Source: an optimization exercise on an open RTL-to-GDS flow (aim: small area and a short achievable clock period). Production flows keep margins and buffers that such runs may drop.
Only simulation tests tie the RTL to the original design; equivalence was not proved.

### design.v
module DA_z0
(
    input   wire            sys_clk ,
    input   wire    [15:0]  h_lo    ,    
    input   wire    [15:0]  h_hi    ,    
    input   wire            last    ,    
    input   wire            clr     ,
    output  wire    [11:0]  z
);
wire    [11:0]  ra  ;
wire    [11:0]  rb  ;
assign  ra[ 0] = 1'b0;
assign  ra[ 1] = h_lo[1] | h_lo[2] | h_lo[4] | h_lo[7] | h_lo[8] | h_lo[11] | h_lo[13] | h_lo[14];
assign  ra[ 2] = h_lo[3] | h_lo[5] | h_lo[6] | h_lo[7] | h_lo[9] | h_lo[10] | h_lo[11] | h_lo[12] | h_lo[13] | h_lo[14];
assign  ra[ 3] = h_lo[1] | h_lo[2] | h_lo[4] | h_lo[7] | h_lo[8] | h_lo[11] | h_lo[13] | h_lo[14] | h_lo[15];
assign  ra[ 4] = h_lo[3] | h_lo[5] | h_lo[6] | h_lo[7] | h_lo[9] | h_lo[10] | h_lo[11] | h_lo[12] | h_lo[13] | h_lo[14];
assign  ra[ 5] = h_lo[1] | h_lo[2] | h_lo[4] | h_lo[7] | h_lo[8] | h_lo[11] | h_lo[13] | h_lo[14] | h_lo[15];
assign  ra[ 6] = h_lo[1] | h_lo[2] | h_lo[3] | h_lo[4] | h_lo[5] | h_lo[6] | h_lo[8] | h_lo[9] | h_lo[10] | h_lo[12];
assign  ra[ 7] = h_lo[3] | h_lo[5] | h_lo[6] | h_lo[9] | h_lo[10] | h_lo[12] | h_lo[15];
assign  ra[ 8] = h_lo[1] | h_lo[2] | h_lo[4] | h_lo[8] | h_lo[15];
assign  ra[ 9] = h_lo[3] | h_lo[5] | h_lo[6] | h_lo[9] | h_lo[10] | h_lo[12];
assign  ra[10] = h_lo[7] | h_lo[11] | h_lo[13] | h_lo[14] | h_lo[15];
assign  ra[11] = 1'b0;
wire    [4:0]   pc  ;    
assign  pc[0] = h_hi[0];
assign  pc[1] = h_hi[1] | h_hi[2] | h_hi[4] | h_hi[8];
assign  pc[2] = h_hi[3] | h_hi[5] | h_hi[6] | h_hi[9] | h_hi[10] | h_hi[12];
assign  pc[3] = h_hi[7] | h_hi[11] | h_hi[13] | h_hi[14];
assign  pc[4] = h_hi[15];
wire    [4:0]   pc_p = pc & {5{~last}};
wire    [4:0]   pc_n = pc & {5{last}};
assign  rb[ 0] = 1'b0;
assign  rb[ 1] = pc[1] | pc[3];
assign  rb[ 2] = pc[2] | pc[3];
assign  rb[ 3] = pc_p[1] | pc_p[3] | pc_p[4] | pc_n[0] | pc_n[2];
assign  rb[ 4] = pc[3] | pc_p[2] | pc_n[0];
assign  rb[ 5] = pc_p[1] | pc_p[3] | pc_p[4] | pc_n[2];
assign  rb[ 6] = pc[1] | pc_p[2] | pc_n[0];
assign  rb[ 7] = pc_p[2] | pc_p[4] | pc_n[1] | pc_n[3];
assign  rb[ 8] = pc[1] | pc_p[4] | pc_n[2];
assign  rb[ 9] = pc_p[2] | pc_n[0] | pc_n[1] | pc_n[3];
assign  rb[10] = pc[3] | pc_p[4] | pc_n[2];
assign  rb[11] = pc_n[0] | pc_n[1] | pc_n[2] | pc_n[3];
wire    [13:0]  vn  = {{2{ra[11]}}, ra} + {rb[11], rb, 1'b0};
reg     [13:0]  v   ;
reg     [11:0]  acc ;
reg     [1:0]   low ;
wire    [13:0]  sum = {{2{acc[11]}}, acc} + v;
always @(posedge sys_clk) begin
    v   <= vn[13:0];
    acc <= sum[13:2] & {12{~clr}};
    low <= sum[1:0];
end
assign z = {acc[9:0], low};
endmodule
module DA_z1
(
    input   wire            sys_clk ,
    input   wire    [15:0]  h_lo    ,    
    input   wire    [15:0]  h_hi    ,    
    input   wire            last    ,    
    input   wire            clr     ,
    output  wire    [11:0]  z
);
wire    [11:0]  ra  ;
wire    [11:0]  rb  ;
assign  ra[ 0] = 1'b0;
assign  ra[ 1] = h_lo[1] | h_lo[2] | h_lo[5] | h_lo[6] | h_lo[9] | h_lo[10] | h_lo[13] | h_lo[14];
assign  ra[ 2] = h_lo[1] | h_lo[4] | h_lo[6] | h_lo[7] | h_lo[8] | h_lo[10] | h_lo[11] | h_lo[13];
assign  ra[ 3] = h_lo[2] | h_lo[4] | h_lo[7] | h_lo[9] | h_lo[10] | h_lo[14];
assign  ra[ 4] = h_lo[1] | h_lo[4] | h_lo[5] | h_lo[7] | h_lo[9] | h_lo[13];
assign  ra[ 5] = h_lo[1] | h_lo[2] | h_lo[3] | h_lo[7] | h_lo[8] | h_lo[13] | h_lo[14] | h_lo[15];
assign  ra[ 6] = h_lo[1] | h_lo[6] | h_lo[8] | h_lo[9] | h_lo[13];
assign  ra[ 7] = h_lo[1] | h_lo[2] | h_lo[3] | h_lo[6] | h_lo[7] | h_lo[12];
assign  ra[ 8] = h_lo[1] | h_lo[2] | h_lo[3] | h_lo[4] | h_lo[5] | h_lo[12] | h_lo[13] | h_lo[14] | h_lo[15];
assign  ra[ 9] = h_lo[3] | h_lo[5] | h_lo[6] | h_lo[9] | h_lo[10] | h_lo[13] | h_lo[14];
assign  ra[10] = h_lo[7] | h_lo[11] | h_lo[15];
assign  ra[11] = 1'b0;
assign  rb[ 0] = 1'b0;
assign  rb[ 1] = h_hi[1] | h_hi[2] | h_hi[5] | h_hi[6] | h_hi[9] | h_hi[10] | h_hi[13] | h_hi[14];
assign  rb[ 2] = h_hi[1] | h_hi[4] | h_hi[6] | h_hi[7] | h_hi[8] | h_hi[10] | h_hi[11] | h_hi[13];
assign  rb[ 3] = h_hi[2] | h_hi[4] | h_hi[7] | h_hi[9] | h_hi[10] | h_hi[14];
assign  rb[ 4] = h_hi[1] | h_hi[4] | h_hi[5] | h_hi[7] | h_hi[9] | h_hi[13];
assign  rb[ 5] = last ? (h_hi[0] | h_hi[4] | h_hi[5] | h_hi[6] | h_hi[9] | h_hi[10] | h_hi[11] | h_hi[12]) : (h_hi[1] | h_hi[2] | h_hi[3] | h_hi[7] | h_hi[8] | h_hi[13] | h_hi[14] | h_hi[15]);
assign  rb[ 6] = last ? (h_hi[0] | h_hi[1] | h_hi[4] | h_hi[5] | h_hi[8] | h_hi[10] | h_hi[11] | h_hi[12] | h_hi[13]) : (h_hi[1] | h_hi[6] | h_hi[8] | h_hi[9] | h_hi[13]);
assign  rb[ 7] = last ? (h_hi[0] | h_hi[1] | h_hi[2] | h_hi[3] | h_hi[4] | h_hi[5] | h_hi[6] | h_hi[7] | h_hi[10] | h_hi[11]) : (h_hi[1] | h_hi[2] | h_hi[3] | h_hi[6] | h_hi[7] | h_hi[12]);
assign  rb[ 8] = last ? (h_hi[4] | h_hi[5] | h_hi[6] | h_hi[7] | h_hi[8] | h_hi[9]) : (h_hi[1] | h_hi[2] | h_hi[3] | h_hi[4] | h_hi[5] | h_hi[12] | h_hi[13] | h_hi[14] | h_hi[15]);
assign  rb[ 9] = last ? (h_hi[0] | h_hi[3] | h_hi[4] | h_hi[7] | h_hi[8] | h_hi[11] | h_hi[13] | h_hi[14]) : (h_hi[3] | h_hi[5] | h_hi[6] | h_hi[9] | h_hi[10] | h_hi[13] | h_hi[14]);
assign  rb[10] = last ? (h_hi[1] | h_hi[2] | h_hi[3] | h_hi[5] | h_hi[6] | h_hi[7] | h_hi[9] | h_hi[10] | h_hi[11] | h_hi[12] | h_hi[13] | h_hi[14]) : (h_hi[7] | h_hi[11] | h_hi[15]);
assign  rb[11] = last ? (h_hi[0] | h_hi[1] | h_hi[2] | h_hi[3] | h_hi[4] | h_hi[5] | h_hi[6] | h_hi[7] | h_hi[8] | h_hi[9] | h_hi[10] | h_hi[11] | h_hi[12] | h_hi[13] | h_hi[14]) : (1'b0);
wire    [13:0]  vn  = {{2{ra[11]}}, ra} + {rb[11], rb, 1'b0};
reg     [12:0]  v   ;
reg     [11:0]  acc ;
reg     [1:0]   low ;
wire    [13:0]  sum = {{2{acc[11]}}, acc} + {{1{v[12]}}, v};
always @(posedge sys_clk) begin
    v   <= vn[12:0];
    acc <= sum[13:2] & {12{~clr}};
    low <= sum[1:0];
end
assign z = {acc[9:0], low};
endmodule
module DA_z2
(
    input   wire            sys_clk ,
    input   wire    [15:0]  h_lo    ,    
    input   wire    [15:0]  h_hi    ,    
    input   wire            clr     ,
    output  wire    [11:0]  z
);
wire    [11:0]  ra  ;
wire    [11:0]  rb  ;
assign  ra[ 0] = h_lo[1] | h_lo[3] | h_lo[5] | h_lo[7] | h_lo[8] | h_lo[10] | h_lo[12] | h_lo[14];
assign  ra[ 1] = h_lo[8] | h_lo[10] | h_lo[12] | h_lo[14];
assign  ra[ 2] = h_lo[2] | h_lo[3] | h_lo[4] | h_lo[5] | h_lo[8] | h_lo[11] | h_lo[13] | h_lo[14];
assign  ra[ 3] = h_lo[1] | h_lo[3] | h_lo[4] | h_lo[7] | h_lo[10] | h_lo[13];
assign  ra[ 4] = h_lo[1] | h_lo[3] | h_lo[4] | h_lo[5] | h_lo[7] | h_lo[13];
assign  ra[ 5] = h_lo[4] | h_lo[8] | h_lo[10] | h_lo[12] | h_lo[13] | h_lo[14];
assign  ra[ 6] = h_lo[1] | h_lo[2] | h_lo[7] | h_lo[10] | h_lo[11] | h_lo[12];
assign  ra[ 7] = h_lo[1] | h_lo[2] | h_lo[3] | h_lo[7] | h_lo[10] | h_lo[11];
assign  ra[ 8] = h_lo[1] | h_lo[4] | h_lo[5] | h_lo[7] | h_lo[12] | h_lo[13];
assign  ra[ 9] = h_lo[3] | h_lo[4] | h_lo[8] | h_lo[10] | h_lo[13] | h_lo[14];
assign  ra[10] = h_lo[4] | h_lo[8] | h_lo[10] | h_lo[12] | h_lo[13] | h_lo[14];
assign  ra[11] = h_lo[4] | h_lo[8] | h_lo[10] | h_lo[12] | h_lo[13] | h_lo[14];
assign  rb[ 0] = h_hi[1] | h_hi[3] | h_hi[5] | h_hi[7] | h_hi[8] | h_hi[10] | h_hi[12] | h_hi[14];
assign  rb[ 1] = h_hi[8] | h_hi[10] | h_hi[12] | h_hi[14];
assign  rb[ 2] = h_hi[2] | h_hi[3] | h_hi[4] | h_hi[5] | h_hi[8] | h_hi[11] | h_hi[13] | h_hi[14];
assign  rb[ 3] = h_hi[1] | h_hi[3] | h_hi[4] | h_hi[7] | h_hi[10] | h_hi[13];
assign  rb[ 4] = h_hi[1] | h_hi[3] | h_hi[4] | h_hi[5] | h_hi[7] | h_hi[13];
assign  rb[ 5] = h_hi[4] | h_hi[8] | h_hi[10] | h_hi[12] | h_hi[13] | h_hi[14];
assign  rb[ 6] = h_hi[1] | h_hi[2] | h_hi[7] | h_hi[10] | h_hi[11] | h_hi[12];
assign  rb[ 7] = h_hi[1] | h_hi[2] | h_hi[3] | h_hi[7] | h_hi[10] | h_hi[11];
assign  rb[ 8] = h_hi[1] | h_hi[4] | h_hi[5] | h_hi[7] | h_hi[12] | h_hi[13];
assign  rb[ 9] = h_hi[3] | h_hi[4] | h_hi[8] | h_hi[10] | h_hi[13] | h_hi[14];
assign  rb[10] = h_hi[4] | h_hi[8] | h_hi[10] | h_hi[12] | h_hi[13] | h_hi[14];
assign  rb[11] = h_hi[4] | h_hi[8] | h_hi[10] | h_hi[12] | h_hi[13] | h_hi[14];
wire    [13:0]  vn  = {{2{ra[11]}}, ra} + {rb[11], rb, 1'b0};
reg     [11:0]  v   ;
reg     [10:0]  acc ;
reg     [1:0]   low ;
wire    [12:0]  sum = {{2{acc[10]}}, acc} + {{1{v[11]}}, v};
always @(posedge sys_clk) begin
    v   <= vn[11:0];
    acc <= sum[12:2] & {11{~clr}};
    low <= sum[1:0];
end
assign z = {acc[9:0], low};
endmodule
module DA_z3
(
    input   wire            sys_clk ,
    input   wire    [15:0]  h_lo    ,    
    input   wire    [15:0]  h_hi    ,    
    input   wire            last    ,    
    input   wire            clr     ,
    output  wire    [11:0]  z
);
wire    [11:0]  ra  ;
wire    [11:0]  rb  ;
assign  ra[ 0] = 1'b0;
assign  ra[ 1] = h_lo[1] | h_lo[3] | h_lo[4] | h_lo[6] | h_lo[9] | h_lo[11] | h_lo[12] | h_lo[14];
assign  ra[ 2] = h_lo[2] | h_lo[3] | h_lo[5] | h_lo[6] | h_lo[8] | h_lo[9] | h_lo[12] | h_lo[15];
assign  ra[ 3] = h_lo[1] | h_lo[2] | h_lo[4] | h_lo[9] | h_lo[11] | h_lo[12] | h_lo[13] | h_lo[14];
assign  ra[ 4] = h_lo[2] | h_lo[5] | h_lo[7] | h_lo[13] | h_lo[15];
assign  ra[ 5] = h_lo[1] | h_lo[5] | h_lo[6] | h_lo[8] | h_lo[11] | h_lo[12] | h_lo[15];
assign  ra[ 6] = h_lo[3] | h_lo[7] | h_lo[8] | h_lo[12];
assign  ra[ 7] = h_lo[1] | h_lo[2] | h_lo[5] | h_lo[6] | h_lo[8] | h_lo[9] | h_lo[10] | h_lo[12] | h_lo[13] | h_lo[14];
assign  ra[ 8] = h_lo[1] | h_lo[2] | h_lo[3] | h_lo[5] | h_lo[6] | h_lo[7];
assign  ra[ 9] = h_lo[2] | h_lo[4] | h_lo[5] | h_lo[7] | h_lo[8] | h_lo[10] | h_lo[13] | h_lo[15];
assign  ra[10] = h_lo[2] | h_lo[4] | h_lo[5] | h_lo[6] | h_lo[7] | h_lo[8] | h_lo[10] | h_lo[12] | h_lo[13] | h_lo[14] | h_lo[15];
assign  ra[11] = h_lo[2] | h_lo[4] | h_lo[5] | h_lo[6] | h_lo[7] | h_lo[8] | h_lo[10] | h_lo[12] | h_lo[13] | h_lo[14] | h_lo[15];
assign  rb[ 0] = 1'b0;
assign  rb[ 1] = h_hi[1] | h_hi[3] | h_hi[4] | h_hi[6] | h_hi[9] | h_hi[11] | h_hi[12] | h_hi[14];
assign  rb[ 2] = last ? (h_hi[0] | h_hi[1] | h_hi[4] | h_hi[7] | h_hi[10] | h_hi[11] | h_hi[13] | h_hi[14]) : (h_hi[2] | h_hi[3] | h_hi[5] | h_hi[6] | h_hi[8] | h_hi[9] | h_hi[12] | h_hi[15]);
assign  rb[ 3] = last ? (h_hi[0] | h_hi[2] | h_hi[7] | h_hi[9] | h_hi[10] | h_hi[12]) : (h_hi[1] | h_hi[2] | h_hi[4] | h_hi[9] | h_hi[11] | h_hi[12] | h_hi[13] | h_hi[14]);
assign  rb[ 4] = last ? (h_hi[1] | h_hi[3] | h_hi[4] | h_hi[6] | h_hi[7] | h_hi[8] | h_hi[9] | h_hi[11] | h_hi[12] | h_hi[14]) : (h_hi[2] | h_hi[5] | h_hi[7] | h_hi[13] | h_hi[15]);
assign  rb[ 5] = last ? (h_hi[1] | h_hi[2] | h_hi[6] | h_hi[8] | h_hi[11] | h_hi[12] | h_hi[13]) : (h_hi[1] | h_hi[5] | h_hi[6] | h_hi[8] | h_hi[11] | h_hi[12] | h_hi[15]);
assign  rb[ 6] = last ? (h_hi[0] | h_hi[1] | h_hi[2] | h_hi[4] | h_hi[6] | h_hi[9] | h_hi[10] | h_hi[11] | h_hi[13] | h_hi[14]) : (h_hi[3] | h_hi[7] | h_hi[8] | h_hi[12]);
assign  rb[ 7] = last ? (h_hi[0] | h_hi[4] | h_hi[5] | h_hi[8] | h_hi[11] | h_hi[12]) : (h_hi[1] | h_hi[2] | h_hi[5] | h_hi[6] | h_hi[8] | h_hi[9] | h_hi[10] | h_hi[12] | h_hi[13] | h_hi[14]);
assign  rb[ 8] = last ? (h_hi[0] | h_hi[1] | h_hi[2] | h_hi[3] | h_hi[4] | h_hi[5] | h_hi[6] | h_hi[7] | h_hi[11]) : (h_hi[1] | h_hi[2] | h_hi[3] | h_hi[5] | h_hi[6] | h_hi[7]);
assign  rb[ 9] = last ? (h_hi[1] | h_hi[3] | h_hi[4] | h_hi[6] | h_hi[9] | h_hi[12] | h_hi[14]) : (h_hi[2] | h_hi[4] | h_hi[5] | h_hi[7] | h_hi[8] | h_hi[10] | h_hi[13] | h_hi[15]);
assign  rb[10] = last ? (h_hi[4] | h_hi[6] | h_hi[12] | h_hi[14]) : (h_hi[2] | h_hi[4] | h_hi[5] | h_hi[6] | h_hi[7] | h_hi[8] | h_hi[10] | h_hi[12] | h_hi[13] | h_hi[14] | h_hi[15]);
assign  rb[11] = last ? (h_hi[4] | h_hi[6] | h_hi[12] | h_hi[14]) : (h_hi[2] | h_hi[4] | h_hi[5] | h_hi[6] | h_hi[7] | h_hi[8] | h_hi[10] | h_hi[12] | h_hi[13] | h_hi[14] | h_hi[15]);
wire    [13:0]  vn  = {{2{ra[11]}}, ra} + {rb[11], rb, 1'b0};
reg     [12:0]  v   ;
reg     [10:0]  acc ;
reg     [1:0]   low ;
wire    [12:0]  sum = {{2{acc[10]}}, acc} + v;
always @(posedge sys_clk) begin
    v   <= vn[12:0];
    acc <= sum[12:2] & {11{~clr}};
    low <= sum[1:0];
end
assign z = {acc[9:0], low};
endmodule
module DA_z4
(
    input   wire            sys_clk ,
    input   wire    [15:0]  h_lo    ,    
    input   wire    [15:0]  h_hi    ,    
    input   wire            clr     ,
    output  wire    [11:0]  z
);
wire    [11:0]  ra  ;
wire    [11:0]  rb  ;
assign  ra[ 0] = 1'b0;
assign  ra[ 1] = h_lo[1] | h_lo[2] | h_lo[4] | h_lo[7] | h_lo[8] | h_lo[11] | h_lo[13] | h_lo[14];
assign  ra[ 2] = h_lo[2] | h_lo[4] | h_lo[6] | h_lo[7] | h_lo[9] | h_lo[14];
assign  ra[ 3] = h_lo[1] | h_lo[6] | h_lo[8] | h_lo[11] | h_lo[13];
assign  ra[ 4] = h_lo[2] | h_lo[4] | h_lo[7] | h_lo[9] | h_lo[14];
assign  ra[ 5] = h_lo[1] | h_lo[6] | h_lo[8] | h_lo[11] | h_lo[13];
assign  ra[ 6] = h_lo[1] | h_lo[8] | h_lo[9] | h_lo[11] | h_lo[13];
assign  ra[ 7] = h_lo[2] | h_lo[4] | h_lo[7] | h_lo[9] | h_lo[14];
assign  ra[ 8] = h_lo[1] | h_lo[6] | h_lo[8] | h_lo[11] | h_lo[13];
assign  ra[ 9] = h_lo[2] | h_lo[4] | h_lo[7] | h_lo[9] | h_lo[14];
assign  ra[10] = h_lo[2] | h_lo[4] | h_lo[6] | h_lo[7] | h_lo[14];
assign  ra[11] = h_lo[2] | h_lo[4] | h_lo[6] | h_lo[7] | h_lo[14];
assign  rb[ 0] = 1'b0;
assign  rb[ 1] = h_hi[1] | h_hi[2] | h_hi[4] | h_hi[7] | h_hi[8] | h_hi[11] | h_hi[13] | h_hi[14];
assign  rb[ 2] = h_hi[2] | h_hi[4] | h_hi[6] | h_hi[7] | h_hi[9] | h_hi[14];
assign  rb[ 3] = h_hi[1] | h_hi[6] | h_hi[8] | h_hi[11] | h_hi[13];
assign  rb[ 4] = h_hi[2] | h_hi[4] | h_hi[7] | h_hi[9] | h_hi[14];
assign  rb[ 5] = h_hi[1] | h_hi[6] | h_hi[8] | h_hi[11] | h_hi[13];
assign  rb[ 6] = h_hi[1] | h_hi[8] | h_hi[9] | h_hi[11] | h_hi[13];
assign  rb[ 7] = h_hi[2] | h_hi[4] | h_hi[7] | h_hi[9] | h_hi[14];
assign  rb[ 8] = h_hi[1] | h_hi[6] | h_hi[8] | h_hi[11] | h_hi[13];
assign  rb[ 9] = h_hi[2] | h_hi[4] | h_hi[7] | h_hi[9] | h_hi[14];
assign  rb[10] = h_hi[2] | h_hi[4] | h_hi[6] | h_hi[7] | h_hi[14];
assign  rb[11] = h_hi[2] | h_hi[4] | h_hi[6] | h_hi[7] | h_hi[14];
wire    [13:0]  vn  = {{2{ra[11]}}, ra} + {rb[11], rb, 1'b0};
reg     [12:0]  v   ;
reg     [10:0]  acc ;
reg     [1:0]   low ;
wire    [12:0]  sum = {{2{acc[10]}}, acc} + v;
always @(posedge sys_clk) begin
    v   <= vn[12:0];
    acc <= sum[12:2] & {11{~clr}};
    low <= sum[1:0];
end
assign z = {acc[9:0], low};
endmodule
module DA_z5
(
    input   wire            sys_clk ,
    input   wire    [15:0]  h_lo    ,    
    input   wire    [15:0]  h_hi    ,    
    input   wire            last    ,    
    input   wire            clr     ,
    output  wire    [11:0]  z
);
wire    [11:0]  ra  ;
wire    [11:0]  rb  ;
assign  ra[ 0] = 1'b0;
assign  ra[ 1] = h_lo[2] | h_lo[3] | h_lo[6] | h_lo[7] | h_lo[8] | h_lo[9] | h_lo[12] | h_lo[13];
assign  ra[ 2] = h_lo[1] | h_lo[3] | h_lo[4] | h_lo[6] | h_lo[9] | h_lo[10] | h_lo[12] | h_lo[15];
assign  ra[ 3] = h_lo[1] | h_lo[2] | h_lo[6] | h_lo[7] | h_lo[8] | h_lo[12] | h_lo[13] | h_lo[14];
assign  ra[ 4] = h_lo[1] | h_lo[10] | h_lo[11] | h_lo[14] | h_lo[15];
assign  ra[ 5] = h_lo[3] | h_lo[4] | h_lo[6] | h_lo[8] | h_lo[10] | h_lo[13] | h_lo[15];
assign  ra[ 6] = h_lo[4] | h_lo[6] | h_lo[9] | h_lo[11];
assign  ra[ 7] = h_lo[5] | h_lo[7] | h_lo[8] | h_lo[9] | h_lo[10] | h_lo[11];
assign  ra[ 8] = h_lo[1] | h_lo[3] | h_lo[5] | h_lo[7] | h_lo[8] | h_lo[10] | h_lo[13] | h_lo[15];
assign  ra[ 9] = h_lo[2] | h_lo[3] | h_lo[6] | h_lo[7] | h_lo[9] | h_lo[10] | h_lo[12] | h_lo[13];
assign  ra[10] = h_lo[2] | h_lo[3] | h_lo[6] | h_lo[7] | h_lo[10];
assign  ra[11] = h_lo[2] | h_lo[3] | h_lo[6] | h_lo[7] | h_lo[10];
assign  rb[ 0] = 1'b0;
assign  rb[ 1] = h_hi[2] | h_hi[3] | h_hi[6] | h_hi[7] | h_hi[8] | h_hi[9] | h_hi[12] | h_hi[13];
assign  rb[ 2] = last ? (h_hi[0] | h_hi[2] | h_hi[5] | h_hi[7] | h_hi[8] | h_hi[11] | h_hi[13] | h_hi[14]) : (h_hi[1] | h_hi[3] | h_hi[4] | h_hi[6] | h_hi[9] | h_hi[10] | h_hi[12] | h_hi[15]);
assign  rb[ 3] = last ? (h_hi[0] | h_hi[1] | h_hi[5] | h_hi[6] | h_hi[11] | h_hi[12]) : (h_hi[1] | h_hi[2] | h_hi[6] | h_hi[7] | h_hi[8] | h_hi[12] | h_hi[13] | h_hi[14]);
assign  rb[ 4] = last ? (h_hi[2] | h_hi[3] | h_hi[4] | h_hi[6] | h_hi[7] | h_hi[8] | h_hi[9] | h_hi[11] | h_hi[12] | h_hi[13]) : (h_hi[1] | h_hi[10] | h_hi[11] | h_hi[14] | h_hi[15]);
assign  rb[ 5] = last ? (h_hi[1] | h_hi[3] | h_hi[4] | h_hi[6] | h_hi[8] | h_hi[13] | h_hi[14]) : (h_hi[3] | h_hi[4] | h_hi[6] | h_hi[8] | h_hi[10] | h_hi[13] | h_hi[15]);
assign  rb[ 6] = last ? (h_hi[0] | h_hi[1] | h_hi[2] | h_hi[3] | h_hi[5] | h_hi[7] | h_hi[8] | h_hi[12] | h_hi[13] | h_hi[14]) : (h_hi[4] | h_hi[6] | h_hi[9] | h_hi[11]);
assign  rb[ 7] = last ? (h_hi[0] | h_hi[1] | h_hi[2] | h_hi[3] | h_hi[9] | h_hi[10] | h_hi[11] | h_hi[12] | h_hi[13] | h_hi[14]) : (h_hi[5] | h_hi[7] | h_hi[8] | h_hi[9] | h_hi[10] | h_hi[11]);
assign  rb[ 8] = last ? (h_hi[1] | h_hi[3] | h_hi[4] | h_hi[6] | h_hi[9] | h_hi[11] | h_hi[13]) : (h_hi[1] | h_hi[3] | h_hi[5] | h_hi[7] | h_hi[8] | h_hi[10] | h_hi[13] | h_hi[15]);
assign  rb[ 9] = last ? (h_hi[0] | h_hi[1] | h_hi[4] | h_hi[7] | h_hi[10] | h_hi[11] | h_hi[14]) : (h_hi[2] | h_hi[3] | h_hi[6] | h_hi[7] | h_hi[9] | h_hi[10] | h_hi[12] | h_hi[13]);
assign  rb[10] = last ? (h_hi[0] | h_hi[1] | h_hi[2] | h_hi[3] | h_hi[4] | h_hi[6] | h_hi[7] | h_hi[10] | h_hi[11] | h_hi[14]) : (h_hi[2] | h_hi[3] | h_hi[6] | h_hi[7] | h_hi[10]);
assign  rb[11] = last ? (h_hi[0] | h_hi[1] | h_hi[2] | h_hi[3] | h_hi[4] | h_hi[6] | h_hi[7] | h_hi[10] | h_hi[11] | h_hi[14]) : (h_hi[2] | h_hi[3] | h_hi[6] | h_hi[7] | h_hi[10]);
wire    [13:0]  vn  = {{2{ra[11]}}, ra} + {rb[11], rb, 1'b0};
reg     [12:0]  v   ;
reg     [10:0]  acc ;
reg     [1:0]   low ;
wire    [12:0]  sum = {{2{acc[10]}}, acc} + v;
always @(posedge sys_clk) begin
    v   <= vn[12:0];
    acc <= sum[12:2] & {11{~clr}};
    low <= sum[1:0];
end
assign z = {acc[9:0], low};
endmodule
module DA_z6
(
    input   wire            sys_clk ,
    input   wire    [15:0]  h_lo    ,    
    input   wire    [15:0]  h_hi    ,    
    input   wire            clr     ,
    output  wire    [11:0]  z
);
wire    [11:0]  ra  ;
wire    [11:0]  rb  ;
assign  ra[ 0] = h_lo[2] | h_lo[3] | h_lo[4] | h_lo[5] | h_lo[10] | h_lo[11] | h_lo[12] | h_lo[13];
assign  ra[ 1] = h_lo[2] | h_lo[3] | h_lo[10] | h_lo[11];
assign  ra[ 2] = h_lo[1] | h_lo[2] | h_lo[5] | h_lo[7] | h_lo[8] | h_lo[11] | h_lo[12] | h_lo[14];
assign  ra[ 3] = h_lo[3] | h_lo[4] | h_lo[5] | h_lo[8] | h_lo[13] | h_lo[14];
assign  ra[ 4] = h_lo[4] | h_lo[5] | h_lo[8] | h_lo[12] | h_lo[13] | h_lo[14];
assign  ra[ 5] = h_lo[2] | h_lo[3] | h_lo[8] | h_lo[10] | h_lo[11] | h_lo[14];
assign  ra[ 6] = h_lo[1] | h_lo[3] | h_lo[4] | h_lo[7] | h_lo[10] | h_lo[13];
assign  ra[ 7] = h_lo[1] | h_lo[3] | h_lo[4] | h_lo[5] | h_lo[7] | h_lo[13];
assign  ra[ 8] = h_lo[4] | h_lo[8] | h_lo[10] | h_lo[12] | h_lo[13] | h_lo[14];
assign  ra[ 9] = h_lo[2] | h_lo[3] | h_lo[5] | h_lo[8] | h_lo[11] | h_lo[14];
assign  ra[10] = h_lo[2] | h_lo[3] | h_lo[8] | h_lo[10] | h_lo[11] | h_lo[14];
assign  ra[11] = h_lo[2] | h_lo[3] | h_lo[8] | h_lo[10] | h_lo[11] | h_lo[14];
assign  rb[ 0] = h_hi[2] | h_hi[3] | h_hi[4] | h_hi[5] | h_hi[10] | h_hi[11] | h_hi[12] | h_hi[13];
assign  rb[ 1] = h_hi[2] | h_hi[3] | h_hi[10] | h_hi[11];
assign  rb[ 2] = h_hi[1] | h_hi[2] | h_hi[5] | h_hi[7] | h_hi[8] | h_hi[11] | h_hi[12] | h_hi[14];
assign  rb[ 3] = h_hi[3] | h_hi[4] | h_hi[5] | h_hi[8] | h_hi[13] | h_hi[14];
assign  rb[ 4] = h_hi[4] | h_hi[5] | h_hi[8] | h_hi[12] | h_hi[13] | h_hi[14];
assign  rb[ 5] = h_hi[2] | h_hi[3] | h_hi[8] | h_hi[10] | h_hi[11] | h_hi[14];
assign  rb[ 6] = h_hi[1] | h_hi[3] | h_hi[4] | h_hi[7] | h_hi[10] | h_hi[13];
assign  rb[ 7] = h_hi[1] | h_hi[3] | h_hi[4] | h_hi[5] | h_hi[7] | h_hi[13];
assign  rb[ 8] = h_hi[4] | h_hi[8] | h_hi[10] | h_hi[12] | h_hi[13] | h_hi[14];
assign  rb[ 9] = h_hi[2] | h_hi[3] | h_hi[5] | h_hi[8] | h_hi[11] | h_hi[14];
assign  rb[10] = h_hi[2] | h_hi[3] | h_hi[8] | h_hi[10] | h_hi[11] | h_hi[14];
assign  rb[11] = h_hi[2] | h_hi[3] | h_hi[8] | h_hi[10] | h_hi[11] | h_hi[14];
wire    [13:0]  vn  = {{2{ra[11]}}, ra} + {rb[11], rb, 1'b0};
reg     [11:0]  v   ;
reg     [10:0]  acc ;
reg     [1:0]   low ;
wire    [12:0]  sum = {{2{acc[10]}}, acc} + {{1{v[11]}}, v};
always @(posedge sys_clk) begin
    v   <= vn[11:0];
    acc <= sum[12:2] & {11{~clr}};
    low <= sum[1:0];
end
assign z = {acc[9:0], low};
endmodule
module DA_z7
(
    input   wire            sys_clk ,
    input   wire    [15:0]  h_lo    ,    
    input   wire    [15:0]  h_hi    ,    
    input   wire            last    ,    
    input   wire            clr     ,
    output  wire    [11:0]  z
);
wire    [11:0]  ra  ;
wire    [11:0]  rb  ;
assign  ra[ 0] = 1'b0;
assign  ra[ 1] = h_lo[4] | h_lo[5] | h_lo[6] | h_lo[7] | h_lo[8] | h_lo[9] | h_lo[10] | h_lo[11];
assign  ra[ 2] = h_lo[1] | h_lo[2] | h_lo[5] | h_lo[6] | h_lo[9] | h_lo[10] | h_lo[12] | h_lo[15];
assign  ra[ 3] = h_lo[3] | h_lo[4] | h_lo[5] | h_lo[6] | h_lo[8] | h_lo[9] | h_lo[10] | h_lo[13] | h_lo[14] | h_lo[15];
assign  ra[ 4] = h_lo[7] | h_lo[11] | h_lo[12] | h_lo[13] | h_lo[14] | h_lo[15];
assign  ra[ 5] = h_lo[1] | h_lo[2] | h_lo[4] | h_lo[7] | h_lo[9] | h_lo[10] | h_lo[12] | h_lo[15];
assign  ra[ 6] = h_lo[1] | h_lo[2] | h_lo[3] | h_lo[7] | h_lo[9] | h_lo[10] | h_lo[11] | h_lo[15];
assign  ra[ 7] = h_lo[2] | h_lo[4] | h_lo[6] | h_lo[7] | h_lo[10] | h_lo[12] | h_lo[14] | h_lo[15];
assign  ra[ 8] = h_lo[3] | h_lo[4] | h_lo[11] | h_lo[12];
assign  ra[ 9] = h_lo[2] | h_lo[3] | h_lo[5] | h_lo[8] | h_lo[9] | h_lo[12] | h_lo[14] | h_lo[15];
assign  ra[10] = h_lo[2] | h_lo[3] | h_lo[8] | h_lo[9] | h_lo[10] | h_lo[11] | h_lo[12] | h_lo[14] | h_lo[15];
assign  ra[11] = h_lo[2] | h_lo[3] | h_lo[8] | h_lo[9] | h_lo[10] | h_lo[11] | h_lo[12] | h_lo[14] | h_lo[15];
assign  rb[ 0] = 1'b0;
assign  rb[ 1] = h_hi[4] | h_hi[5] | h_hi[6] | h_hi[7] | h_hi[8] | h_hi[9] | h_hi[10] | h_hi[11];
assign  rb[ 2] = last ? (h_hi[0] | h_hi[3] | h_hi[4] | h_hi[7] | h_hi[8] | h_hi[11] | h_hi[13] | h_hi[14]) : (h_hi[1] | h_hi[2] | h_hi[5] | h_hi[6] | h_hi[9] | h_hi[10] | h_hi[12] | h_hi[15]);
assign  rb[ 3] = last ? (h_hi[1] | h_hi[2] | h_hi[3] | h_hi[4] | h_hi[8] | h_hi[12] | h_hi[13] | h_hi[14]) : (h_hi[3] | h_hi[4] | h_hi[5] | h_hi[6] | h_hi[8] | h_hi[9] | h_hi[10] | h_hi[13] | h_hi[14] | h_hi[15]);
assign  rb[ 4] = last ? (h_hi[5] | h_hi[6] | h_hi[7] | h_hi[9] | h_hi[10] | h_hi[11] | h_hi[12] | h_hi[13] | h_hi[14]) : (h_hi[7] | h_hi[11] | h_hi[12] | h_hi[13] | h_hi[14] | h_hi[15]);
assign  rb[ 5] = last ? (h_hi[1] | h_hi[2] | h_hi[4] | h_hi[7] | h_hi[9] | h_hi[10] | h_hi[12]) : (h_hi[1] | h_hi[2] | h_hi[4] | h_hi[7] | h_hi[9] | h_hi[10] | h_hi[12] | h_hi[15]);
assign  rb[ 6] = last ? (h_hi[1] | h_hi[2] | h_hi[3] | h_hi[7] | h_hi[9] | h_hi[10] | h_hi[11]) : (h_hi[1] | h_hi[2] | h_hi[3] | h_hi[7] | h_hi[9] | h_hi[10] | h_hi[11] | h_hi[15]);
assign  rb[ 7] = last ? (h_hi[2] | h_hi[4] | h_hi[6] | h_hi[7] | h_hi[10] | h_hi[12] | h_hi[14]) : (h_hi[2] | h_hi[4] | h_hi[6] | h_hi[7] | h_hi[10] | h_hi[12] | h_hi[14] | h_hi[15]);
assign  rb[ 8] = last ? (h_hi[0] | h_hi[1] | h_hi[2] | h_hi[5] | h_hi[6] | h_hi[7] | h_hi[8] | h_hi[9] | h_hi[10] | h_hi[13] | h_hi[14]) : (h_hi[3] | h_hi[4] | h_hi[11] | h_hi[12]);
assign  rb[ 9] = last ? (h_hi[2] | h_hi[4] | h_hi[5] | h_hi[8] | h_hi[9] | h_hi[11] | h_hi[14]) : (h_hi[2] | h_hi[3] | h_hi[5] | h_hi[8] | h_hi[9] | h_hi[12] | h_hi[14] | h_hi[15]);
assign  rb[10] = last ? (h_hi[2] | h_hi[8] | h_hi[9] | h_hi[10] | h_hi[11] | h_hi[14]) : (h_hi[2] | h_hi[3] | h_hi[8] | h_hi[9] | h_hi[10] | h_hi[11] | h_hi[12] | h_hi[14] | h_hi[15]);
assign  rb[11] = last ? (h_hi[2] | h_hi[8] | h_hi[9] | h_hi[10] | h_hi[11] | h_hi[14]) : (h_hi[2] | h_hi[3] | h_hi[8] | h_hi[9] | h_hi[10] | h_hi[11] | h_hi[12] | h_hi[14] | h_hi[15]);
wire    [13:0]  vn  = {{2{ra[11]}}, ra} + {rb[11], rb, 1'b0};
reg     [12:0]  v   ;
reg     [10:0]  acc ;
reg     [1:0]   low ;
wire    [12:0]  sum = {{2{acc[10]}}, acc} + v;
always @(posedge sys_clk) begin
    v   <= vn[12:0];
    acc <= sum[12:2] & {11{~clr}};
    low <= sum[1:0];
end
assign z = {acc[9:0], low};
endmodule
module DCT_one_dimensional
(
    input   wire                    sys_clk         ,
    input   wire                    sys_rst_n       ,
    input   wire                    start           ,
    input   wire            [95:0]  DCT_data_in     ,
    output  wire    signed  [11:0]  DCT_data_o_z0   ,
    output  wire    signed  [11:0]  DCT_data_o_z1   ,
    output  wire    signed  [11:0]  DCT_data_o_z2   ,
    output  wire    signed  [11:0]  DCT_data_o_z3   ,
    output  wire    signed  [11:0]  DCT_data_o_z4   ,
    output  wire    signed  [11:0]  DCT_data_o_z5   ,
    output  wire    signed  [11:0]  DCT_data_o_z6   ,
    output  wire    signed  [11:0]  DCT_data_o_z7   ,
    output  wire                    data_en
);
reg     [9:1]   st      ;
always @(posedge sys_clk or negedge sys_rst_n)
    if (sys_rst_n == 1'b0)
        st <= 9'd0;
    else
        st <= {st[8:1], start};
assign data_en = st[9];
reg             busy    ;
always @(posedge sys_clk or negedge sys_rst_n)
    if (sys_rst_n == 1'b0)
        busy <= 1'b0;
    else if (start == 1'b1)
        busy <= 1'b1;
    else if (st[5] == 1'b1)
        busy <= 1'b0;
wire    b_last  = st[6];
wire    r_last  = st[7];
wire    a_clr   = st[2];
reg     [95:0]  xs      ;
wire    [95:0]  xs_nxt  ;
genvar          gi, gj;
generate
    for (gi = 0; gi < 8; gi = gi + 1) begin : g_smp
        for (gj = 0; gj < 12; gj = gj + 1) begin : g_bit
            if (gj >= 10) begin : g_top
                assign xs_nxt[12*gi+gj] = DCT_data_in[12*gi+gj];
            end else begin : g_shf
                assign xs_nxt[12*gi+gj] = busy ? xs[12*gi+gj+2] : DCT_data_in[12*gi+gj];
            end
        end
    end
endgenerate
always @(posedge sys_clk)
    xs <= xs_nxt;
reg     [3:0]   ce, cd  ;        
wire    [3:0]   ce_n, cd_n, el_n, eh_n, dl_n, dh_n;
generate
    for (gi = 0; gi < 4; gi = gi + 1) begin : g_bfly
        wire a0 = xs[12*gi];
        wire a1 = xs[12*gi+1];
        wire b0 = xs[12*(7-gi)];
        wire b1 = xs[12*(7-gi)+1] ^ b_last;
        wire n0 = ~xs[12*(7-gi)];
        wire n1 = ~xs[12*(7-gi)+1] ^ b_last;
        wire ec0 = ce[gi];
        wire es0 = a0 ^ b0 ^ ec0;
        wire ec1 = (a0 & b0) | (a0 & ec0) | (b0 & ec0);
        wire es1 = a1 ^ b1 ^ ec1;
        wire ec2 = (a1 & b1) | (a1 & ec1) | (b1 & ec1);
        wire dc0 = cd[gi];
        wire ds0 = a0 ^ n0 ^ dc0;
        wire dc1 = (a0 & n0) | (a0 & dc0) | (n0 & dc0);
        wire ds1 = a1 ^ n1 ^ dc1;
        wire dc2 = (a1 & n1) | (a1 & dc1) | (n1 & dc1);
        assign ce_n[gi] = busy & ec2;
        assign cd_n[gi] = ~busy | dc2;
        assign el_n[gi] = es0;
        assign eh_n[gi] = es1;
        assign dl_n[gi] = ds0;
        assign dh_n[gi] = ds1;
    end
endgenerate
reg     [15:0]  oel, oeh, odl, odh;
always @(posedge sys_clk) begin
    ce    <= ce_n;
    cd    <= cd_n;
    oel   <= 16'd1 << el_n;
    odl   <= 16'd1 << dl_n;
    oeh   <= 16'd1 << eh_n;
    odh   <= 16'd1 << dh_n;
end
DA_z0 DA_z0_inst (.sys_clk(sys_clk), .h_lo(oel), .h_hi(oeh), .last(r_last),            .clr(a_clr), .z(DCT_data_o_z0));
DA_z1 DA_z1_inst (.sys_clk(sys_clk), .h_lo(odl), .h_hi(odh), .last(r_last),            .clr(a_clr), .z(DCT_data_o_z1));
DA_z2 DA_z2_inst (.sys_clk(sys_clk), .h_lo(oel), .h_hi(oeh),                            .clr(a_clr), .z(DCT_data_o_z2));
DA_z3 DA_z3_inst (.sys_clk(sys_clk), .h_lo(odl), .h_hi(odh), .last(r_last),            .clr(a_clr), .z(DCT_data_o_z3));
DA_z4 DA_z4_inst (.sys_clk(sys_clk), .h_lo(oel), .h_hi(oeh),                            .clr(a_clr), .z(DCT_data_o_z4));
DA_z5 DA_z5_inst (.sys_clk(sys_clk), .h_lo(odl), .h_hi(odh), .last(r_last),            .clr(a_clr), .z(DCT_data_o_z5));
DA_z6 DA_z6_inst (.sys_clk(sys_clk), .h_lo(oel), .h_hi(oeh),                            .clr(a_clr), .z(DCT_data_o_z6));
DA_z7 DA_z7_inst (.sys_clk(sys_clk), .h_lo(odl), .h_hi(odh), .last(r_last),            .clr(a_clr), .z(DCT_data_o_z7));
endmodule
### standard.sh
#!/bin/bash
# synth_recipe.tcl (not shown) runs the flow's synth.tcl, then flattens the netlist and writes it again
# the make line also repeats each setting of config.mk as NAME=value (left out here)
make -C /OpenROAD-flow-scripts/flow DESIGN_CONFIG=/design/flow/config.mk WORK_HOME=/design/flow/orfs CLKGATE_MAP_FILE= SYNTH_SCRIPT=/design/flow/synth_recipe.tcl "${@:-finish}"
### flow/run.sh
#!/bin/bash
# The standard layout, with the I/O port buffers made from plain buffers
# (sky130_fd_sc_hd__buf_1) instead of the delay-cell buffers buffer_ports
# picks by default. Every port still gets its buffer.
set -euo pipefail
export BUFFER_PORTS_ARGS="-buffer_cell sky130_fd_sc_hd__buf_1"
bash standard.sh > standard.log 2>&1
### config.mk
export PLATFORM = sky130hd
export DESIGN_NAME = DCT_one_dimensional
export DESIGN_NICKNAME = DCT_one_dimensional
export VERILOG_FILES = /design/flow/design.v
export SDC_FILE = /design/flow/constraint.sdc
export NUM_CORES = 4
export LEC_CHECK = 0
export ABC_AREA = 1
export CAP_MARGIN = 20
export CORE_MARGIN = 2
export CORE_UTILIZATION = 50
export CTS_BUF_LIST = sky130_fd_sc_hd__clkbuf_8 sky130_fd_sc_hd__clkbuf_16
export CTS_CLUSTER_DIAMETER = 100
export CTS_CLUSTER_SIZE = 25
export SETUP_SLACK_MARGIN = 2.7
export SLEW_MARGIN = 20
### constraint.sdc
create_clock -name core_clock -period 5.0 [get_ports {sys_clk}]
set_input_delay 1.0000 -clock core_clock [delete_from_list [all_inputs] [get_ports {sys_clk}]]
set_output_delay 1.0000 -clock core_clock [all_outputs]
set_load 0.01 [all_outputs]
==> impl_metrics.json, run 1 <==
{
  "clock-sinks": 378,
  "antennaDiodeCount": 0,
  "worst-path-max-fanout": 11,
  "postSynthAreaPerCell_um2": 7.181,
  "hpwl_um": 44830,
  "critPathCaptureType": "flip-flop",
  "cp.required_ps": 5450,
  "final_layout_size_suffix_gt1_share_pct": 10.76,
  "rows": 75,
  "status": "timing/DRC/antenna clean",
  "tritoncts": "yes",
  "slew_viol_final": 0,
  "track_usage_pct": 25.14,
  "dp_slack_ps": 2372,
  "cts_made_buffers": 20,
  "finClkSkew_ps": 30.38,
  "worstSetupPathType": "reg -> reg",
  "yosys_warnings": 9,
  "synth_ff_type": "dfxtp_1",
  "core_um2": 42040,
  "max-slew-margin-rel_pct": 57.15,
  "die_h_um": 210.7,
  "via_per_inst": 5.156,
  "tightest_slew_ps": 642.8,
  "arrival_ps": 2860,
  "grt_overflow": 0,
  "period_minus_slack_ps": 2408,
  "io_buffers": 195,
  "async_flop_share_pct": 2.646,
  "rsz0062_at_grt": "yes",
  "maxCapViolCount": 0,
  "boundaryPins": 196,
  "synth-edff-count": 0,
  "fin_ws_ps": 2592,
  "synth_cell_types": 51,
  "grt_pass1_vias": 17970,
  "grt_antenna_before_repair": 0,
  "hold_viol": 0,
  "root_buffer": "clkbuf_16",
  "syn_area_um2": 21360,
  "setup_viol": 0,
  "vias": 18880,
  "fmax_mhz": 415.3,
  "crit_top_cell": "nand3_2",
  "clk_pin_slew_worst_paths_ps": 100,
  "cpPeakStageDelay_ps": 450,
  "drtAntennaViolNets": 0,
  "gp_congestion": 1.013,
  "areaGrowthSynthToFinish_pct": 12.22,
  "nNetsFinal": 3411,
  "ys_seq_area_share_pct": 35.67,
  "wire_per_inst_um": 15.51,
  "ctsLongestPathBuffers": 3,
  "drtPass1Iterations": 7,
  "die_x_um": 210.7,
  "dieArea_um2": 44380,
  "dr.first_iter.drc_count": 1042,
  "syn_nets": 3271,
  "start_util_pct": 50.80,
  "crit_path_top_delay_cell": "dfrtp_2",
  "critPathLaunchType": "flip-flop",
  "netlist_instances": 2974,
  "grt_max_degree": 88,
  "drcViolationCount": 0,
  "hold_path_class": "reg -> reg",
  "htreeDepth": 1,
  "worstSkewPairLatency_ps": 570,
  "grt_pass1_wl_um": 90480,
  "final_util_pct": 57.01,
  "ctsHoldBuffers": 0,
  "synth_seq_cells": 378,
  "min_period_over_period_pct": 48.16,
  "cp_cell_sequence": "buf_12 -> nor2_4 -> nand2_4 -> nor4_4 -> a41oi_2 -> ha_1 -> a21oi_2 -> nand2_2 -> nand3_2 -> nand3_2 -> xor2_1",
  "wirelength_um": 56790,
  "finalSetupTns_ps": 0
}
placed cells by master (no fill, tap or decap), types with 19 or more instances in the layout:
| master | n |
|---|---|
| nand2_1 | 843 |
| dfxtp_1 | 342 |
| inv_1 | 327 |
| nor2_1 | 316 |
| nand3_1 | 213 |
| buf_1 | 195 |
| ha_1 | 137 |
| a21oi_1 | 115 |
| xor2_1 | 72 |
| nand4_1 | 50 |
| buf_4 | 43 |
| nor3_1 | 35 |
| inv_2 | 27 |
| nor2_2 | 26 |
| o21ai_0 | 26 |
| nand2_2 | 25 |
| fa_1 | 25 |
| nand3_2 | 20 |
| xnor2_1 | 20 |
| clkbuf_16 | 20 |
| o21bai_1 | 19 |
routing by layer:
| metal | wire length [um] | vias to the layer above | share of wire, % | GRT usage [%] |
|---|---|---|---|---|
| li1 | - | 9674 | - | - |
| met1 | 26380 | 8611 | 46 | 33.79 |
| met2 | 25820 | 494 | 45 | 42.04 |
| met3 | 2995 | 104 | 5.3 | 4.103 |
| met4 | 1592 | 0 | 2.8 | 6.605 |
| met5 | 0 | - | 0 | 0 |
path summary, 6_finish.rpt:
kind,slack (ps),cells after the start,start,end
worst max register to register,2590,11,st[7],DA_z3_inst.v[10]
worst min register to register,360,0,DA_z5_inst.acc[0],DA_z5_inst.low[0]
max in group asynchronous,4190,1,sys_rst_n,st[7]
worst max-delay path,2590,11,st[7],DA_z3_inst.v[10]
worst min-delay path,360,0,DA_z5_inst.acc[0],DA_z5_inst.low[0]
min in group asynchronous,390,1,sys_rst_n,st[6]
registers in the layout (all words and copies together), names as in the netlist, 13 cells and up:
register / cells
xs: 96
odh: 16
oeh: 16
odl: 15
oel: 15
DA_z0_inst.v: 13
layout make-up:
class,count,area [um2]
clock buffers,22,528.0
clock inverters,9,100.1
inverters,358,1360
well taps,539,674.4
fillers,4055,18070
repair buffers,242,1130
flip-flops and latches,378,7680
multi-input cells,2114,12490
synthesized netlist by cell type, types with 5 or more instances:
cell type / count / area, um2
dfxtp_1: 368 / 7367
buf_2: 17 / 85.08
nor3b_2: 5 / 62.56
o21ai_1: 9 / 45.04
xor2_1: 72 / 630.6
nor2_2: 11 / 68.82
nand4_1: 50 / 312.8
inv_2: 23 / 86.33
fa_1: 32 / 640.6
inv_1: 333 / 1250
o21bai_1: 20 / 150.1
nand2_2: 6 / 37.54
nand3_1: 231 / 1156
a21oi_1: 128 / 640.6
nor3_1: 49 / 245.2
buf_4: 82 / 615.6
nor2_1: 340 / 1276
nor4_1: 16 / 100.1
o21ai_0: 30 / 150.1
ha_1: 166 / 2077
nor2_4: 7 / 78.83
xnor2_1: 20 / 175.2
dfrtp_1: 10 / 250.2
a21o_1: 8 / 60.06
nand2_1: 864 / 3243
clkbuf_1: 22 / 82.58
a31oi_1: 8 / 50.05
critical path: cells and delay by family (launching register included):
family / cells / cell delay, ps
AND/OR/NAND/NOR: 6 / 850
flip-flops: 1 / 450
AO/OA/AOI/OAI: 2 / 270
adder cells (fa/ha/maj): 1 / 420
XOR/XNOR: 1 / 150
buffers and inverters: 1 / 160
cells by family after synthesis:
| family | share of synthesized area, % |
|---|---|
| buffers and inverters | 10.12 |
| AOI/OAI and AO/OA | 5.864 |
| adders and majority gates | 12.72 |
| xor gates and xnor gates | 3.773 |
| DFF | 35.67 |
| and+or+nand+nor | 31.85 |
timing repair:
action / 4_1_cts / 5_1_grt
buffers inserted: 10 / 31
resized for setup: 94 / 155
gates cloned: 1 / 0
setup endpoints to repair: 45 / 57
hold endpoints to repair: 0 / 0
pin swaps: 12 / 35
per-stage QoR:
step | cell area [um2] | std cells | hold WS, ps
after floorplan | 21360 | 2974 | 331.2
after global placement | 21990 | 3589 | 333.5
after detailed placement | 21990 | 3589 | 336.3
after CTS | 23100 | 3631 | 356.7
after global routing | 23970 | 3662 | 367.6
final | 23970 | 3662 | 356.3
==> run 2, diff against run 1 <==
--- a/config.mk
+++ b/config.mk
@@ -8,7 +8,7 @@
 export ABC_AREA = 1
 export CAP_MARGIN = 20
 export CORE_MARGIN = 2
-export CORE_UTILIZATION = 50
+export CORE_UTILIZATION = 40
 export CTS_BUF_LIST = sky130_fd_sc_hd__clkbuf_8 sky130_fd_sc_hd__clkbuf_16
 export CTS_CLUSTER_DIAMETER = 100
 export CTS_CLUSTER_SIZE = 25
==> run 2 against run 1 <==
Against the previous run:
- still clean
- critical path depth increased by 4
- register-to-register slack improved by 50 ps
- sequential cell count unchanged
- hold slack got worse by 3.3 ps
- cell area increased by 1.3%
- clock skew decreased by 11 ps
- critical endpoint is now DA_z0_inst.v[12]
==> impl_metrics.json, run 2 <==
{
  "die_h_um": 235.1,
  "placed_area_um2": 22170,
  "rsz0062_at_grt": "yes",
  "syn_area_um2": 21360,
  "critPathCaptureType": "flip-flop",
  "crit_end": "DA_z0_inst.v[12]",
  "reg_top3": "xs x96, odh x16, oeh x16",
  "track_usage_pct": 19.16,
  "final_layout_size_suffix_gt1_share_pct": 10.90,
  "rows": 84,
  "htreeDepth": 1,
  "wirelength_met1_um": 26180,
  "min_from": "DA_z4_inst.acc[0]",
  "startpoint": "st[7]",
  "synth_seq_cells": 378,
  "vias": 18610,
  "wirelength_um": 55090,
  "ctsLongestPathBuffers": 3,
  "areaGrowthSynthToFinish_pct": 13.69,
  "drtAntennaViolNets": 0,
  "regToRegSetupSlack_ps": 2640,
  "met3_length_um": 3534,
  "cp_cell_sequence": "clkinvlp_4 -> buf_6 -> nand2_2 -> a21boi_4 -> nand2_1 -> ha_4 -> nand2_1 -> nor2_1 -> nand2_2 -> nand2_2 -> nand2_1 -> nand2_1 -> nand2_1 -> nand2_1 -> nand2_1",
  "crit_path_top_delay_cell": "dfrtp_4",
  "cts_made_buffers": 22,
  "worstSkewPairLatency_ps": 560,
  "netlist_instances": 2974,
  "ys_top_cells_by_area": "dfxtp_1 (34%), nand2_1 (15%), ha_1 (9.7%)",
  "netlist_top_cells_count": "nand2_1 (864), dfxtp_1 (368), nor2_1 (340)",
  "maxCapViolCount": 0,
  "dieArea_um2": 55260,
  "largest_reg_flops": 96,
  "start_util_pct": 40.56,
  "syn_nets": 3271,
  "synth_ff_type": "dfxtp_1",
  "postSynthAreaPerCell_um2": 7.181,
  "synth_top_area_cell": "dfxtp_1",
  "arrival_ps": 2820,
  "wire_per_inst_um": 14.40,
  "final_common_cell": "nand2_1",
  "path_delay_family": "simple AND/OR/NAND/NOR gates",
  "fin_ws_ps": 2644,
  "via_per_inst": 4.863,
  "slew_viol_final": 0,
  "yosysTopAreaCellShare_pct": 34.50,
  "grt_max_degree": 87,
  "root_buffer": "clkbuf_16",
  "period_minus_slack_ps": 2356,
  "die_x_um": 235.1,
  "final_design_area_no_fill_um2": 24280,
  "core_um2": 52660,
  "crit_top_cell": "nand2_1",
  "clk_pin_slew_worst_paths_ps": 100,
  "synth_most_common_cell": "nand2_1",
  "grt_antenna_before_repair": 0,
  "drcViolationCount": 0,
  "hold_viol": 0,
  "worstSetupPathType": "reg -> reg",
  "crit_buf_inv": 2,
  "hold_path_class": "reg -> reg",
  "cpPeakStageDelay_ps": 550,
  "finalSetupTns_ps": 0,
  "cp.required_ps": 5460,
  "grt_pass1_wl_um": 88050,
  "status": "timing/DRC/antenna clean",
  "dr.first_iter.drc_count": 1114,
  "critPathLaunchType": "flip-flop",
  "worstSetupPathDepth": 15,
  "worst-path-max-fanout": 8,
  "antennaDiodeCount": 0,
  "wl_met2_um": 23670,
  "nNetsFinal": 3423,
  "boundaryPins": 196,
  "async_flop_share_pct": 2.646,
  "rr_startpoint": "st[7]",
  "synth-edff-count": 0,
  "hold_slack_ps": 353.0,
  "gp_congestion": 1.010,
  "max-slew-margin-rel_pct": 44.67,
  "layout_common_cells": "nand2_1 (840), dfxtp_1 (347), inv_1 (326)",
  "tritoncts": "yes",
  "dp_slack_ps": 1782,
  "ff2ff_path_depth": 15,
  "tightest_slew_ps": 829.9,
  "setup_viol": 0,
  "grt_pass1_vias": 17260,
  "hpwl_um": 42590,
  "yosys_warnings": 9,
  "ys_seq_area_share_pct": 35.67,
  "fmax_mhz": 424.5,
  "finClkSkew_ps": 19.84,
  "min_period_over_period_pct": 47.11,
  "highest_layer": "met4",
  "grt_overflow": 0,
  "synth_cell_types": 51,
  "top_register": "xs",
  "drtPass1Iterations": 5,
  "r2r-end": "DA_z0_inst.v[12]",
  "clock-sinks": 378,
  "io_buffers": 195
}
==> run 2: cell types whose count changed in the layout (fill, tap and decap cells not counted), sizes merged <==
cell / change
buf: +11
bufbuf: -1
bufinv: +1
clkbuf: +1
inv: +3
==> run 2: cells by family after synthesis <==
logic type / Yosys count / share of synthesized area (%)
AND/OR/NAND/NOR: 1603 / 31.85
AO/OA/AOI/OAI: 221 / 5.864
XOR/XNOR: 92 / 3.773
adder cells (fa/ha/maj): 198 / 12.72
flip-flops: 378 / 35.67
buffers and inverters: 482 / 10.12
==> run 2: area by class of cell <==
cell class              count  area [um2]
clock buffers              23       575.6
fillers                  5364       28370
well taps                 688       860.8
repair buffers            252        1200
flip-flops and latches    378        7674
multi-input cells        2114       12430
inverters                 358        1361
clock inverters            13       175.2
==> run 2: worst register-to-register path: stages, from the launching register on <==
cell	delay [ps]
dfrtp_4	550
clkinvlp_4	200
buf_6	170
nand2_2	40
a21boi_4	230
nand2_1	130
ha_4	320
nand2_1	70
nor2_1	140
nand2_2	70
nand2_2	60
nand2_1	50
nand2_1	80
nand2_1	60
nand2_1	50
nand2_1	40
==> run 2: timing repair <==
action	in CTS	in global routing
endpoints found under the setup margin	54	57
hold buffers	0	0
buffers inserted	26	27
gates resized for setup	93	145
pin swaps	15	49
==> run 2: how the worst min path moves through the flow <==
stage	cells past startpoint	endpoint	slack, ps
6_report	0	DA_z4_inst.low[0]	350
5_1_grt	0	DA_z5_inst.low[0]	360
4_1_cts	0	DA_z4_inst.low[0]	350
3_5_place_dp	0	DA_z4_inst.low[0]	330
3_3_place_gp	0	DA_z4_inst.low[0]	330
2_1_floorplan	0	st[2]	330
==> run 2: layer usage <==
metal	vias to the layer above	track usage, %
li1	9703	-
met1	8229	26.56
met2	553	30.16
met3	122	3.665
met4	0	5.696
met5	-	0
==> run 2: per-stage QoR <==
stage | std cells | util [%]
after floorplan | 2974 | -
after global placement | 3737 | 42.09
after detailed placement | 3737 | 42.09
after CTS | 3799 | 44.57
final | 3826 | 46.11
after global routing | 3826 | 46.11
==> run 3, diff against run 2 <==
--- a/config.mk
+++ b/config.mk
@@ -8,9 +8,9 @@
 export ABC_AREA = 1
 export CAP_MARGIN = 20
 export CORE_MARGIN = 2
-export CORE_UTILIZATION = 40
+export CORE_UTILIZATION = 45
 export CTS_BUF_LIST = sky130_fd_sc_hd__clkbuf_8 sky130_fd_sc_hd__clkbuf_16
 export CTS_CLUSTER_DIAMETER = 100
 export CTS_CLUSTER_SIZE = 25
-export SETUP_SLACK_MARGIN = 2.7
+export SETUP_SLACK_MARGIN = 2.6
 export SLEW_MARGIN = 20
==> run 3 against run 2 <==
Against the previous run:
- largest cell class unchanged
- fmax decreased by 1.8%
- still clean on timing, DRC and antenna
- die area decreased by 11%
- global-route usage increased by 3.6 points
- cell count decreased by 2.6%
- highest routed layer unchanged
==> impl_metrics.json, run 3 <==
{
  "async_flop_share_pct": 2.646,
  "setup_viol": 0,
  "dr.first_iter.drc_count": 1532,
  "final_common_cell": "nand2_1",
  "worstSkewPairLatency_ps": 570,
  "ctsLongestPathBuffers": 3,
  "die_x_um": 221.9,
  "root_buffer": "clkbuf_16",
  "synth_seq_cells": 378,
  "critPathCaptureType": "flip-flop",
  "yosys_warnings": 9,
  "via_per_inst": 5.054,
  "syn_nets": 3271,
  "netlist_top_cells_count": "nand2_1 (864), dfxtp_1 (368), nor2_1 (340)",
  "synth-edff-count": 0,
  "drcViolationCount": 0,
  "critPathLaunchType": "flip-flop",
  "placed_area_um2": 22070,
  "dp_slack_ps": 2083,
  "synth_most_common_cell": "nand2_1",
  "syn_area_um2": 21360,
  "core_um2": 46650,
  "synth_ff_type": "dfxtp_1",
  "reg_top3": "xs x96, odh x16, oeh x16",
  "tightest_slew_ps": 1068,
  "drtAntennaViolNets": 0,
  "io_buffers": 195,
  "antennaDiodeCount": 0,
  "grt_pass1_wl_um": 91800,
  "worst-path-max-fanout": 6,
  "gp_congestion": 1.011,
  "status": "timing/DRC/antenna clean",
  "cts_made_buffers": 20,
  "netlist_instances": 2974,
  "dieArea_um2": 49220,
  "ctsHoldBuffers": 0,
  "drtPass1Iterations": 6,
  "slew_viol_final": 0,
  "period_minus_slack_ps": 2399,
  "grt_max_degree": 88,
  "arrival_ps": 2860,
  "start_util_pct": 45.78,
  "postSynthAreaPerCell_um2": 7.181,
  "synth_cell_types": 51,
  "vias": 18830,
  "finClkSkew_ps": 31.86,
  "maxCapViolCount": 0,
  "htreeDepth": 1,
  "ff2ff_path_depth": 13,
  "hold_viol": 0,
  "nNetsFinal": 3407,
  "cp.required_ps": 5470,
  "yosysTopAreaCellShare_pct": 34.50,
  "min_path_cells": 0,
  "ys_seq_area_share_pct": 35.67,
  "hpwl_um": 45010,
  "rsz0062_at_grt": "yes",
  "largest_reg_flops": 96,
  "max-slew-margin-rel_pct": 28.35,
  "tritoncts": "yes",
  "rows": 79,
  "wire_per_inst_um": 15.37,
  "fmax_mhz": 416.8,
  "final_layout_size_suffix_gt1_share_pct": 8.881,
  "boundaryPins": 196,
  "fin_ws_ps": 2601,
  "hold_path_class": "reg -> reg",
  "ys_top_cells_by_area": "dfxtp_1 (34%), nand2_1 (15%), ha_1 (9.7%)",
  "final_util_pct": 50.85,
  "wirelength_um": 57290,
  "areaGrowthSynthToFinish_pct": 11.08,
  "synth_top_area_cell": "dfxtp_1",
  "final_design_area_no_fill_um2": 23720,
  "clk_pin_slew_worst_paths_ps": 100,
  "top_register": "xs",
  "min_period_over_period_pct": 47.98,
  "layout_common_cells": "nand2_1 (848), dfxtp_1 (350), inv_1 (330)",
  "die_h_um": 221.9,
  "grt_antenna_before_repair": 0,
  "clock-sinks": 378,
  "worstSetupPathType": "reg -> reg",
  "finalSetupTns_ps": 0,
  "track_usage_pct": 22.75,
  "grt_pass1_vias": 17830,
  "grt_overflow": 0
}
==> run 3: cell counts after synthesis <==
Identical to the previous run, type by type.
==> run 3: cells by family after synthesis <==
kind of cell / Yosys count / share of synthesized area [%]
DFF: 378 / 35.67
adders and majority gates: 198 / 12.72
AOI/OAI and AO/OA: 221 / 5.864
and+or+nand+nor: 1603 / 31.85
xor gates and xnor gates: 92 / 3.773
buffers and inverters: 482 / 10.12
==> run 3: routing by layer <==
layer / part of all wire [%] / GRT usage, %
met2: 45 / 37.01
met4: 2.4 / 5.841
met3: 5.2 / 2.942
met5: 0 / 0
met1: 48 / 31.85
==> run 3: critical path, stage by stage, from the launching register on <==
cell     delay, ps
dfxtp_4        400
inv_2          100
nand2_2        120
nor2_4         130
inv_2           70
nor3_4         190
nand3_1        120
ha_2           220
fa_2           410
nand3_1        100
nand2_1        110
nand3_1         90
nand3_1        100
xor2_1         150
==> run 3: final timing paths <==
check | from | endpoint | slack, ps
min reg2reg | st[1] | st[2] | 360
min | st[1] | st[2] | 360
max | odh[4] | DA_z3_inst.v[10] | 2600
max reg2reg | odh[4] | DA_z3_inst.v[10] | 2600
max in group asynchronous | sys_rst_n | st[2] | 4130
min in group asynchronous | sys_rst_n | st[5] | 420
==> run 3: final cells by class <==
| type | count | area [um2] |
|---|---|---|
| well taps | 607 | 759.5 |
| clock inverters | 11 | 96.34 |
| repair buffers | 238 | 1087 |
| fillers | 4702 | 22930 |
| multi-input cells | 2114 | 12260 |
| inverters | 358 | 1356 |
| clock buffers | 20 | 500.5 |
| flip-flops and latches | 378 | 7664 |
==> run 3: stage by stage <==
step | hold WS (ps) | std cells
6_report | 356.6 | 3726
3_3_place_gp | 335.6 | 3657
3_5_place_dp | 334.6 | 3657
5_1_grt | 368.3 | 3726
4_1_cts | 358.6 | 3700
2_1_floorplan | 331.2 | 2974
==> run 3: repair_timing <==
action | CTS | global route
gates resized for setup | 76 | 105
pin swaps | 8 | 27
buffers inserted | 12 | 26
setup endpoints to repair | 44 | 72

what the ideal ports hide:
The results above use ideal ports. As a check the final layouts listed here were re-extracted and re-timed, cells and wires unchanged.
Step 1 (the two cells are an assumption about what drives the block):
set clk [get_ports {sys_clk}]
set_driving_cell -lib_cell sky130_fd_sc_hd__clkbuf_16 $clk
set_driving_cell -lib_cell sky130_fd_sc_hd__buf_2 [delete_from_list [all_inputs] $clk]
Step 2 adds t to the input delays and takes it off the output delays; t is the mean of the earliest and latest rising clock arrival at the registers after step 1. Input paths then give back, and output paths get back, about the clock's delay inside the block.
a / b / c = ideal ports / drivers / drivers and shift; a / b = the first two.
run	t, ns	setup slack, ns	hold WS [ns]	clock arrival spread, ns	slew at the worst register clock pin (ns)
run 1	0.609	2.592 / 2.592 / 2.592	0.356 / 0.356 / 0.356	0.030 / 0.031	0.10 / 0.10
run 2	0.611	2.644 / 2.644 / 2.644	0.353 / 0.353 / 0.353	0.023 / 0.024	0.10 / 0.10
run 3	0.613	2.601 / 2.601 / 2.601	0.357 / 0.357 / 0.357	0.033 / 0.033	0.11 / 0.11
After both steps every run listed still meets setup and hold.
